Source: an optimization exercise on an open RTL-to-GDS flow (aim: small area, a short achievable clock period and few clock cycles per item). Production flows keep margins and buffers that such runs may drop.
Where RTL was checked, it was by simulation tests only, not by an equivalence proof against the original.
The clock input has no modelled driver; a real chip could not lean on it and would need a root buffer or a full tree.
Power is estimated from default activity; no workload was simulated.

==> inputs of 10-22 <==
Design CompMul, start of the top module:
module CompMul(
	input [31:0] Multiplicand_input,
	input [31:0] Multiplier_input,
	input run,
	input rst,
	input clk,
	output ready,
	output [63:0] Product_output
	);
clock: 10.0 ns
lec_check: 0
cap_margin: 20
core_margin: 2
core_utilization: 40
cts_buf_list: sky130_fd_sc_hd__clkbuf_16
cts_cluster_diameter: 300
cts_cluster_size: 40
slew_margin: 20
synth_hierarchical: 1
synth_minimum_keep_size: 0
standard.sh (not shown) runs the stock make flow with config.mk's settings and CLKGATE_MAP_FILE= SYNTH_SCRIPT=/design/flow/synth_recipe.tcl, a recipe that flattens the netlist after the stock synthesis.
==> flow/flow/run.sh <==
#!/bin/bash
# Own layout flow: the standard layout (standard.sh), with two changes:
#  - the port buffers that buffer_ports inserts are of the cell named in flow/knobs
#    (PORT_BUF) instead of the default pick;
#  - repair_timing aims for the setup margin named in flow/knobs (SETUP_MARGIN).
# Each make run writes its full output to a log file in this folder; ORFS's own
# per-step logs stay under orfs/logs/.
set -euo pipefail
source flow/knobs
bash standard.sh \
  "BUFFER_PORTS_ARGS=-buffer_cell $PORT_BUF" \
  "SETUP_SLACK_MARGIN=$SETUP_MARGIN" \
  finish > make_finish.log 2>&1
==> flow/flow/knobs <==
PORT_BUF=sky130_fd_sc_hd__buf_1
SETUP_MARGIN=6.85
==> 04-18: changes against 10-22 <==
==> flow/flow/run.sh (replaced) <==
#!/bin/bash
# Own layout flow: the standard layout (standard.sh) with these changes:
#  - the port buffers that buffer_ports inserts are of the cell named in flow/knobs
#    (PORT_BUF) instead of the default pick;
#  - repair_timing aims for the setup margin named in flow/knobs (SETUP_MARGIN);
#  - the clock tree step runs flow/cts_manual.tcl: the clock port drives
#    CLOCK_ROOTS clkbuf_16 buffers, each driving CLOCK_LEAVES clkbuf_16 buffers that
#    drive the registers of one region each (every register two buffers away),
#    instead of TritonCTS's tree (then the same repair as ORFS's step).
# Each make run writes its full output to a log file of its own in this folder;
# ORFS's own per-step logs stay under orfs/logs/.
set -euo pipefail
source flow/knobs
export OWN_FLOW_DIR="$PWD/flow"
export CLOCK_ROOTS CLOCK_LEAVES
ARGS=("BUFFER_PORTS_ARGS=-buffer_cell $PORT_BUF" "SETUP_SLACK_MARGIN=$SETUP_MARGIN")
bash standard.sh "${ARGS[@]}" place > make_place.log 2>&1
bash standard.sh "${ARGS[@]}" run RUN_SCRIPT="$PWD/flow/cts_manual.tcl" RUN_LOG_NAME_STEM=4_1_cts > make_cts.log 2>&1
bash standard.sh "${ARGS[@]}" finish > make_finish.log 2>&1
==> flow/flow/cts_manual.tcl (new file) <==
# Clock tree step of the own flow, in place of ORFS's cts.tcl: the same steps, except
# that the clock tree is two levels of clkbuf_16 buffers built by build_clock_tree
# (mktree.tcl) instead of TritonCTS's H-tree, with fewer, closer buffers, so the clock reaches the
# registers sooner.  The tree is balanced: every register is two buffers from the port.
utl::set_metrics_stage "cts__{}"
source $::env(SCRIPTS_DIR)/load.tcl
erase_non_stage_variables cts
load_design 3_place.odb 3_place.sdc

source $::env(OWN_FLOW_DIR)/mktree.tcl
build_clock_tree $::env(CLOCK_ROOTS) $::env(CLOCK_LEAVES)
set_propagated_clock [all_clocks]

set_dont_use $::env(DONT_USE_CELLS)
log_cmd estimate_parasitics -placement

set_placement_padding -global \
  -left $::env(CELL_PAD_IN_SITES_DETAIL_PLACEMENT) \
  -right $::env(CELL_PAD_IN_SITES_DETAIL_PLACEMENT)
detailed_placement
log_cmd estimate_parasitics -placement

repair_timing_helper
detailed_placement
check_placement -verbose

report_clock_skew
report_metrics 4 "cts final"

orfs_write_db $::env(RESULTS_DIR)/4_1_cts.odb
orfs_write_sdc $::env(RESULTS_DIR)/4_cts.sdc
==> flow/flow/knobs (replaced) <==
PORT_BUF=sky130_fd_sc_hd__buf_1
SETUP_MARGIN=7.05
CLOCK_ROOTS=4
CLOCK_LEAVES=2
==> flow/flow/mktree.tcl (new file) <==
# Build a two-level clock tree: the clock port drives NROOT clkbuf_16 buffers, each of
# which drives NLEAF clkbuf_16 buffers, each driving the registers of one region.
# The regions come from splitting the registers at the median y, then x, and so on,
# so every register is exactly two buffers from the port (a balanced tree).
proc split_groups { items n } {
  set groups [list $items]
  set axis 2
  while {[llength $groups] < $n} {
    set ng {}
    foreach g $groups {
      set s [lsort -integer -index $axis $g]
      set h [expr {[llength $s] / 2}]
      lappend ng [lrange $s 0 [expr {$h - 1}]] [lrange $s $h end]
    }
    set groups $ng
    set axis [expr {3 - $axis}]
  }
  return $groups
}

proc centroid { g } {
  set sx 0; set sy 0
  foreach s $g { set sx [expr {$sx + [lindex $s 1]}]; set sy [expr {$sy + [lindex $s 2]}] }
  set n [llength $g]
  return [list [expr {$sx / $n}] [expr {$sy / $n}]]
}

proc add_buffer { block master name x y in_net } {
  set inst [odb::dbInst_create $block $master $name]
  $inst setLocation $x $y
  $inst setPlacementStatus PLACED
  set net [odb::dbNet_create $block "${name}_net"]
  $net setSigType CLOCK
  [$inst findITerm A] connect $in_net
  [$inst findITerm X] connect $net
  return $net
}

proc build_clock_tree { nroot nleaf } {
  set block [ord::get_db_block]
  set clk_net [$block findNet clk]
  set master [[ord::get_db] findMaster sky130_fd_sc_hd__clkbuf_16]
  set sinks {}
  foreach it [$clk_net getITerms] {
    set loc [[$it getInst] getLocation]
    lappend sinks [list $it [lindex $loc 0] [lindex $loc 1]]
  }
  set leaves [split_groups $sinks [expr {$nroot * $nleaf}]]
  for {set r 0} {$r < $nroot} {incr r} {
    set mine [lrange $leaves [expr {$r * $nleaf}] [expr {($r + 1) * $nleaf - 1}]]
    set all {}
    foreach g $mine { set all [concat $all $g] }
    lassign [centroid $all] rx ry
    set rnet [add_buffer $block $master "clkroot_$r" $rx $ry $clk_net]
    set l 0
    foreach g $mine {
      lassign [centroid $g] lx ly
      set lnet [add_buffer $block $master "clkleaf_${r}_$l" $lx $ly $rnet]
      foreach s $g { set it [lindex $s 0]; $it disconnect; $it connect $lnet }
      puts "clock leaf $r.$l: [llength $g] registers"
      incr l
    }
  }
}
- CORE_UTILIZATION: 40 -> 65
==> 05-26: changes against 10-22 <==
--- a/flow/design.v
+++ b/flow/design.v
@@ -401,14 +401,14 @@
 			S <= TS[41:8];
 			C <= TC[41:8];
 			LC <= TC[7:0];
 			CF <= lo_cout;
 			PL <= {TS[7:0], lo_sum[7:0], PL[23:8]};
 		end else if (idle) begin
-			S <= 34'd0;
-			C <= {2'd0, Multiplicand_input & {32{Multiplier_input[0]}}};
+			S <= {2'd0, Multiplicand_input & {32{Multiplier_input[0]}}};
+			C <= 34'd0;
 			LC <= 8'd0;
 			CF <= 1'b0;
 			PL <= Multiplier_input;
 		end else begin
 			S <= {2'd0, hi_sum};
 			C <= 34'd0;
==> flow/flow/knobs (replaced) <==
PORT_BUF=sky130_fd_sc_hd__buf_1
SETUP_MARGIN=7.0
==> flow_summary.json <==
{
  "pwr-share-clk": 0.180,
  "slew_headroom": 0.3934,
  "synth.area.top_cells": "fa_1 (22%), dfxtp_1 (20%), xnor2_1 (10%), a22oi_1 (7.2%), ha_1 (6.6%)",
  "grt_pass1_wl_um": 58420,
  "finalPower_mw": 2.356,
  "synth-compound-area-share": 0.1835,
  "run_status": "no timing/DRC/antenna violations",
  "final_cell_mix": "xnor2_1 (155), fa_1 (143), buf_1 (131)",
  "clock.fmax_mhz": 340.0,
  "cp_slowest_cell": "dfxtp_1",
  "die_area_um2": 21310,
  "synthCells": 1271,
  "post-route-period-util": 0.2941,
  "grtUsageMet3": 0.03887,
  "multi_input_area_share": 0.6475,
  "taps": 265,
  "synth_common_cells": "xnor2_1 (155), fa_1 (143), dfxtp_1 (128)"
}
The numbers above come from 04-18.

==> flow_summary.json <==
{
  "run_status": "no timing/DRC/antenna violations",
  "multi_input_area_share": 0.6297,
  "slew_headroom": 0.4435,
  "synth.area.top_cells": "fa_1 (22%), dfxtp_1 (20%), xnor2_1 (10%), a22oi_1 (7.2%), ha_1 (6.6%)",
  "die_area_um2": 34220,
  "synth_common_cells": "xnor2_1 (155), fa_1 (143), dfxtp_1 (128)",
  "pwr-share-clk": 0.245,
  "synthCells": 1271,
  "finalPower_mw": 2.596,
  "synth-compound-area-share": 0.1835,
  "grtUsageMet3": 0.03834,
  "final_cell_mix": "xnor2_1 (155), fa_1 (143), buf_1 (131)",
  "cp_slowest_cell": "dfxtp_1",
  "taps": 442
}
The numbers above come from 10-22.

==> flow_summary.json <==
{
  "slew_headroom": 0.5181,
  "pwr-share-clk": 0.251,
  "final_cell_mix": "xnor2_1 (156), a22oi_1 (142), fa_1 (142)",
  "taps": 442,
  "synthCells": 1296,
  "run_status": "no timing/DRC/antenna violations",
  "grt_pass1_wl_um": 60920,
  "multi_input_area_share": 0.6149,
  "post-route-period-util": 0.3044,
  "cp_slowest_cell": "edfxtp_1",
  "synth_common_cells": "xnor2_1 (156), fa_1 (143), a22oi_1 (142)",
  "clock.fmax_mhz": 328.5
}
The numbers above come from 05-26.

Testbench counts of 10-22, summed over its fixed seeds: cycles 14,400, items 2,400.
Testbench counts of 04-18, summed over its fixed seeds: cycles 14,400, items 2,400.
No functional check of the RTL was part of 05-26. The clock cells of 04-18 come from the design's own scripts or RTL, not from TritonCTS.

afterwards: timing with drivers on the ports:
The flow's constraints put no driver on any port. The routed layouts listed below were extracted and timed again, unchanged, in two steps.
Step 1 sets driving cells, clkbuf_16 on the clock port and buf_2 on the other inputs (assumed; they add their load-dependent delay and slew).
Step 2, shift: input delay + t, output delay - t, t = (earliest + latest rising clock arrival at the registers) / 2. This alone moves slack from input paths to output paths.
Three values: ideal, step 1, step 2; two values: the first two.
| run | shift t [ns] | slack for setup (ns) | worst setup path at the end | worst data-port slew with drivers (ns) |
|---|---|---|---|---|
| 10-22 | 0.492 | 6.873 / 6.823 / 6.909 | input to register | 0.06 |
| 04-18 | 0.381 | 7.059 / 6.955 / 6.834 | input to register | 0.06 |
| 05-26 | 0.489 | 6.956 / 6.908 / 6.609 | input to register | 0.08 |
After both steps every run listed still meets setup and hold. For 05-26, which loses most, drivers alone change the setup slack by -0.048 ns; drivers and shift together by -0.347 ns.
